What follows belongs to an exercise in optimizing a design on an open flow for small area, a short achievable clock period and few clock cycles per item; a production flow would make more cautious choices. No functional check of the RTL was part of this run. Power figures rest on the tool's default switching activity, not on a simulated workload.

===== design.v =====
module hft_div (
    input  wire        clk,
    input  wire        rst_n,
    input  wire        start,
    input  wire [31:0] dividend,
    input  wire [31:0] divisor,
    output reg         busy,
    output reg         done,
    output reg  [31:0] quotient
);
    reg [31:0] rem;
    reg [31:0] dvs;
    reg [5:0]  count;
    wire [32:0] trial = {rem, quotient[31]} - {1'b0, dvs};
    always @(posedge clk) begin
        if (!rst_n) begin
            busy  <= 0;
            done  <= 0;
            count <= 0;
        end else begin
            done <= 0;
            if (!busy) begin
                if (start) begin
                    busy     <= 1;
                    rem      <= 0;
                    quotient <= dividend;
                    dvs      <= divisor;
                    count    <= 0;
                end
            end else begin
                if (trial[32]) begin
                    rem      <= {rem[30:0], quotient[31]};
                    quotient <= {quotient[30:0], 1'b0};
                end else begin
                    rem      <= trial[31:0];
                    quotient <= {quotient[30:0], 1'b1};
                end
                count <= count + 1;
                if (count == 31) begin
                    busy <= 0;
                    done <= 1;
                end
            end
        end
    end
endmodule
module hft #(
    parameter N_SHORT = 12,
    parameter N_LONG  = 26,
    parameter N_RSI = 14
)(
    input  wire        s_aclk,
    input  wire        s_aresetn,
    input  wire        s_axis_tvalid,
    input  wire        m_axis_tready,
    input  wire        s_axis_tlast,
    input  wire [31:0] s_axis_tdata,
    output reg         s_axis_tready,
    output reg         m_axis_tvalid,
    output reg         m_axis_tlast,
    output reg [31:0]  m_axis_macd_tdata,
    output reg [31:0]  m_axis_rsi_tdata
);
    reg [31:0] samples_short [0:N_SHORT-1];
    reg [31:0] samples_long  [0:N_LONG-1];
    reg [$clog2(N_SHORT)-1:0] wr_ptr_short;
    reg [$clog2(N_LONG)-1:0]  wr_ptr_long;
    reg [31:0]  prev_price;
    reg [31:0]  gains [0:N_RSI-1];
    reg [31:0]  losses[0:N_RSI-1];
    reg [$clog2(N_RSI)-1:0] wr_ptr;
    reg [31:0]  delta;
    reg [31:0]  avg_gain, avg_loss;
    reg [31:0]  numerator, denominator;
    reg [31+$clog2(N_SHORT):0] sum_short;
    reg [31+$clog2(N_LONG):0]  sum_long;
    reg [31+$clog2(N_RSI):0]  gain_sum;
    reg [31+$clog2(N_RSI):0]  loss_sum;
    reg [31:0] inData;
    reg isLast;
    integer i;
    reg         div_start;
    wire        div_busy;
    wire        div_done;
    wire [31:0] div_quotient;
    hft_div u_div (
        .clk      (s_aclk),
        .rst_n    (s_aresetn),
        .start    (div_start),
        .dividend (numerator),
        .divisor  (denominator),
        .busy     (div_busy),
        .done     (div_done),
        .quotient (div_quotient)
    );
    localparam  IDLE       = 0,
                READ       = 1,
                RSI_DELTA  = 2,
                RSI_UPDATE = 3,
                RSI_AVG    = 4,
                RSI_RATIO  = 5,
                RSI_OUTPUT = 6,
                COMPUTE    = 7,
                DIVIDER    = 10,
                WRITE      = 11;
    reg [3:0] state;
    always @(posedge s_aclk) begin
        if (!s_aresetn) begin
            wr_ptr_short <= 0;
            wr_ptr_long  <= 0;
            sum_short    <= 0;
            sum_long     <= 0;
            s_axis_tready <= 0;
            m_axis_macd_tdata <= 0;
            m_axis_rsi_tdata <= 0;
            m_axis_tvalid <= 0;
            m_axis_tlast  <= 0;
            wr_ptr <= 0;
            gain_sum <= 0;
            loss_sum <= 0;
            prev_price <= 0;
            div_start <= 0;
            state <= IDLE;
            for (i = 0; i < N_SHORT; i = i+1) samples_short[i] <= 0;
            for (i = 0; i < N_LONG;  i = i+1) samples_long[i]  <= 0;
            for (i = 0; i < N_RSI; i = i+1) begin
                gains[i] <= 0;
                losses[i] <= 0;
            end
        end else begin
            case (state)
                IDLE: begin
                    if (s_axis_tready && s_axis_tvalid) begin
                        s_axis_tready <= 0;
                        inData <= s_axis_tdata;
                        isLast <= s_axis_tlast;
                        state  <= READ;
                    end else begin
                        s_axis_tready <= 1;
                    end
                end
                READ: begin
                    sum_short <= sum_short - samples_short[wr_ptr_short] + inData;
                    sum_long  <= sum_long  - samples_long[wr_ptr_long]  + inData;
                    samples_short[wr_ptr_short] <= inData;
                    samples_long[wr_ptr_long]   <= inData;
                    wr_ptr_short <= (wr_ptr_short == N_SHORT-1) ? 0 : wr_ptr_short + 1;
                    wr_ptr_long  <= (wr_ptr_long  == N_LONG-1)  ? 0 : wr_ptr_long  + 1;
                    state <= RSI_DELTA;
                end
                RSI_DELTA: begin
                    if (prev_price != 0) begin
                        if (inData > prev_price)
                            delta <= inData - prev_price;
                        else
                            delta <= prev_price - inData;
                    end
                    state <= RSI_UPDATE;
                end
                RSI_UPDATE: begin
                    if (prev_price != 0) begin
                        if (inData > prev_price) begin
                            gain_sum <= gain_sum - gains[wr_ptr] + delta;
                            loss_sum <= loss_sum - losses[wr_ptr];
                            gains[wr_ptr] <= delta;
                            losses[wr_ptr] <= 0;
                        end else begin
                            gain_sum <= gain_sum - gains[wr_ptr];
                            loss_sum <= loss_sum - losses[wr_ptr] + delta;
                            gains[wr_ptr] <= 0;
                            losses[wr_ptr] <= delta;
                        end
                    end
                    wr_ptr <= (wr_ptr == N_RSI-1) ? 0 : wr_ptr + 1;
                    state <= RSI_AVG;
                end
                RSI_AVG: begin
                    avg_gain <= (gain_sum * 73) / 1024;
                    avg_loss <= (loss_sum * 73) / 1024;
                    prev_price <= inData;
                    state <= RSI_RATIO;
                end
                RSI_RATIO: begin
                if (avg_loss == 0) begin
                    numerator  <= 100;
                    denominator <= 1;
                end else begin
                    numerator  <= 100 * avg_gain;
                    denominator <= avg_loss + avg_gain;
                end
                state <= RSI_OUTPUT;
                end
                RSI_OUTPUT: begin
                m_axis_macd_tdata <= (sum_short * 85 / 1024) - (sum_long * 39 / 1024);
                div_start <= 1;
                state <= COMPUTE;
                end
                COMPUTE: begin
                    div_start <= 0;
                    state <= DIVIDER;
                end
                DIVIDER: begin
                    if (div_done) begin
                        m_axis_rsi_tdata <= div_quotient;
                        m_axis_tlast <= isLast;
                        m_axis_tvalid <= 1;
                        state <= WRITE;
                    end
                end
                WRITE: begin
                    if (m_axis_tready) begin
                        m_axis_tvalid <= 0;
                        s_axis_tready <= 1;
                        state <= IDLE;
                    end
                end
                default: state <= IDLE;
            endcase
        end
    end
endmodule

===== run.sh =====
#!/bin/bash
# synth_recipe.tcl (not shown) runs the flow's synth.tcl, then flattens the netlist and writes it again
# the make line also repeats each setting of config.mk as NAME=value (left out here)
make -C /OpenROAD-flow-scripts/flow DESIGN_CONFIG=/design/flow/config.mk WORK_HOME=/design/flow/orfs CLKGATE_MAP_FILE= SYNTH_SCRIPT=/design/flow/synth_recipe.tcl finish

===== config.mk =====
export PLATFORM = sky130hd
export DESIGN_NAME = hft
export DESIGN_NICKNAME = hft
export VERILOG_FILES = /design/flow/design.v
export SDC_FILE = /design/flow/constraint.sdc
export NUM_CORES = 4
export LEC_CHECK = 0
export CAP_MARGIN = 20
export CORE_MARGIN = 2
export CORE_UTILIZATION = 40
export SLEW_MARGIN = 20

===== constraint.sdc =====
create_clock -name core_clock -period 8.0 [get_ports {s_aclk}]
set_input_delay 1.6000 -clock core_clock [delete_from_list [all_inputs] [get_ports {s_aclk}]]
set_output_delay 1.6000 -clock core_clock [all_outputs]
set_load 0.01 [all_outputs]

==> run notes <==
[cell type report]
cell class,count,share of cell area (%)
Sequential cell,3104,49.3
Multi-Input combinational cell,7855,36.5
Clock buffer,424,4.96
Tap cell,5451,3.72
Inverter,1130,2.32
Timing Repair Buffer,410,2.01
Clock inverter,212,1.13
Antenna cell,15,0.0205
[cell families (layout without fill, tap and decap cells)]
| kind of cell | after synthesis | in the layout |
|---|---|---|
| buffers and inverters | 2020 | 2176 |
| other | 0 | 15 |
| muxes | 900 | 900 |
| AOI/OAI and AO/OA | 1667 | 1667 |
| adders and majority gates | 1044 | 1044 |
| and+or+nand+nor | 3877 | 3877 |
| xor gates and xnor gates | 367 | 367 |
| DFF | 3104 | 3104 |
[state kept, by name, indices dropped and copies added, names as in the netlist, 36 cells and up, named ones only]
register	count
samples_long	1024
gains	512
losses	512
samples_short	512
sum_long	37
gain_sum	36
loss_sum	36
sum_short	36
[per-stage QoR]
| stage | cell area (sq um) | setup WS, ns | cells | utilization (%) | total power [mW] |
|---|---|---|---|---|---|
| floorplan | 164000 | 0.988 | 13000 | - | 35.3 |
| global placement | 172000 | 0.764 | 17900 | 42.0 | 40.9 |
| detailed placement | 172000 | 0.732 | 17900 | 42.0 | 41.0 |
| CTS | 183000 | 0.686 | 18600 | 44.8 | 56.9 |
| global route | 184000 | 0.209 | 18600 | 44.8 | 60.0 |
| finish | 184000 | 0.652 | 18600 | 44.8 | 56.8 |
[power by group through the flow]
stage | Sequential, mW | Clock [mW] | Combinational, mW
after floorplan | 19.2 | 0 | 16.1
final | 19.2 | 15.9 | 21.7
after global placement | 19.5 | 0 | 21.4
after global routing | 19.3 | 16.7 | 24.0
after detailed placement | 19.5 | 0 | 21.5
after CTS | 19.2 | 16.1 | 21.6
[cells in the final DEF, fill, tap and decap left out, drive strengths merged, types with 307 or more instances in the layout]
cell,count
ha,769
buf,307
nor2,1278
clkbuf,425
nor3,955
nand2,705
mux4,800
a21oi,568
o21ai,311
inv,1116
edfxtp,2825
[per-layer routing]
layer / GRT usage, % / vias to the layer above / wire length, microns
li1: - / 47400 / -
met1: 33.8 / 55200 / 212000
met4: 7.84 / 6 / 18300
met5: 0 / - / 33
met3: 3.86 / 712 / 44100
met2: 36.0 / 4821 / 223000
[worst max-delay path: cells and delay by family, from the launching register on]
family	cells	cell delay (ns)
multiplexers	2	1.06
buffers and inverters	3	0.91
AND/OR/NAND/NOR	4	0.70
flip-flops	1	0.53
XOR/XNOR	1	0.08
AO/OA/AOI/OAI	14	3.24
adder cells (fa/ha/maj)	2	0.68
[path summary, 6_finish.rpt]
check | from | end | slack (ns) | cells past startpoint
hold reg to reg | denominator[6]$_SDFFCE_PN0P_ | u_div.dvs[6]$_DFFE_PP_ | 0.37 | 0
setup / recovery | flip-flop | gain_sum[35]$_SDFFE_PN0P_ | 0.65 | 26
setup reg to reg | flip-flop | gain_sum[35]$_SDFFE_PN0P_ | 0.65 | 26
hold / removal | denominator[6]$_SDFFCE_PN0P_ | u_div.dvs[6]$_DFFE_PP_ | 0.37 | 0
==> flow_metrics.py <==
metrics = {
    "synth": {
        "netlist_area_sq_mm": 0.164,
        "synth_cell_types": 110,
        "synth_nets": 14100,
        "synth_async_sr_flop_share_pct": 0,
        "ys_seq_area_share_pct": 55.0,
        "synth_top_cells_by_count": "edfxtp_1 (2,825), nor2_1 (1,277), inv_1 (1,094), nor3_1 (953), mux4_2 (800)",
        "synthMuxAreaShare_pct": 11.6,
        "synth_simple_gate_area_share_pct": 11.0,
        "synth_edf_count": 2825,
        "yosysMostFrequentCell": "edfxtp_1",
        "yosys_warnings": 2,
        "synth_fa_ha_area_share_pct": 9.20,
        "synth_compound_area_share_pct": 6.50,
        "synth_top_family_by_area": "multiplexers",
        "synth-seq-cells": 3104,
        "synth_area_per_cell_sq_um": 12.7,
        "synthXorXnorAreaFrac_pct": 1.96,
        "syn_inst": 13000,
        "synth_top_area_share_pct": 51.6,
        "synth-main-ff-cell": "edfxtp_1",
        "synthTopCellsByArea": "edfxtp_1 (52%), mux4_2 (11%), ha_1 (5.9%)",
        "yosysTopAreaCell": "edfxtp_1",
    },
    "route": {
        "drc": 0,
        "viasPerCell": 5.82,
        "ant_nets": 0,
        "vias": 108000,
        "drt-wirelength-per-cell_microns": 26.7,
        "drtIter0Drc": 12400,
        "routed_wl_microns": 497000,
        "drt_first_pass_iters": 5,
    },
    "run": {
        "cap_violations": 0,
    },
    "sta": {
        "period_share_pct": 91.8,
        "tightest_slew_ns": 1.23,
        "layout_min_cycle_time_ns": 7.35,
        "max_slew_margin_pct": 18.0,
        "finalClockSkew_ns": 0.0705,
        "finalHoldViolCount": 0,
        "grt_setup_unrepaired": "no",
        "finalSetupViolCount": 0,
        "fmax_mhz": 136,
        "holdWs_ns": 0.371,
        "finalSetupTns_ns": 0,
        "slew_violations": 0,
    },
    "power_and_ir_drop": {
        "p_clk_share_pct": 28.0,
        "seq_power_share_pct": 33.8,
        "p_switching_mw": 20.3,
        "peakVddDrop_v": 0.000716,
        "swShare_pct": 35.8,
        "powerDensity_mw_per_mm2": 309,
        "comb_power_share_pct": 38.2,
        "p_int_mw": 36.5,
        "leakage_nw": 67.8,
    },
    "die": {
        "die_y_microns": 645,
        "dieArea_sq_mm": 0.416,
        "core-area_sq_mm": 0.410,
        "row_count": 235,
        "initial_utilization_pct": 40.1,
        "die_x_microns": 645,
        "pin_count": 104,
    },
    "finish": {
        "fin_nets": 13900,
        "drive_above_1_share_pct": 14.2,
        "multi_input_area_sq_mm": 0.0671,
        "regArea_sq_mm": 0.0905,
        "synthToLayoutAreaGrowth_pct": 11.6,
        "fillerInstances": 36700,
    },
    "critical_path": {
        "critPathRequiredTime_ns": 8.86,
        "arrival_ns": 8.21,
        "critPathLaunchType": "flip-flop",
        "cp_slowest_stage_delay_ns": 0.56,
        "cp_slowest_cell": "mux4_2",
        "criticalPathCategory": "reg2reg",
        "worst-path-max-fanout": 32,
        "end_kind": "flip-flop",
    },
    "clock_tree": {
        "tritoncts": "built",
        "root_buffer": "clkbuf_16",
        "clk_pin_slew_worst_paths_ns": 0.06,
        "cts.sinks": 3104,
        "postCtsSetupBuffers": 0,
        "clock_latency_ns": 1.00,
        "cts_resized": 0,
        "cts_buffer_depth": 4,
        "numCtsBuffers": 343,
        "cts_hold_buffers": 0,
        "htreeDepth": 5,
    },
    "grt": {
        "grt_pass1_vias": 105000,
        "grt_max_degree": 133,
        "grt_overflow": 0,
        "grt.total_usage_pct": 23.4,
        "grt_pass1_wl_microns": 725000,
        "antenna_found_initial": 23,
    },
    "run_status": {
        "status": "complete, no violations",
    },
    "place": {
        "hpwl_microns": 314000,
        "numPortBuffers": 103,
        "place_congestion": 0.936,
    },
    "worst_hold_path": {
        "worstHoldPathType": "reg2reg",
    },
}

## static timing again, ports no longer ideal
No port has a modelled driver above. Below, the same layout with a new extraction and two added sets of constraints.
Step 1: set_driving_cell puts a clkbuf_16 on s_aclk and a buf_2 on each other input, an assumption about the parent block.
Step 2 moves the port delays by t, midway between the first and last clock arrival at a register: inputs arrive t later, outputs are due t later. That takes back most of the time a late clock gives input paths.
Three values: no drivers, after step 1, after step 2; two values: the first two.
t (ns): 1.055
slack for setup (ns): 0.652 / 0.652 / 0.652
worst setup path after step 2: register to register
latest minus earliest clock arrival (ns): 0.092 / 0.092
After both steps setup and hold are still met in this run. The setup slack of this run moves by 0.000 ns with the drivers and by 0.000 ns with both steps.
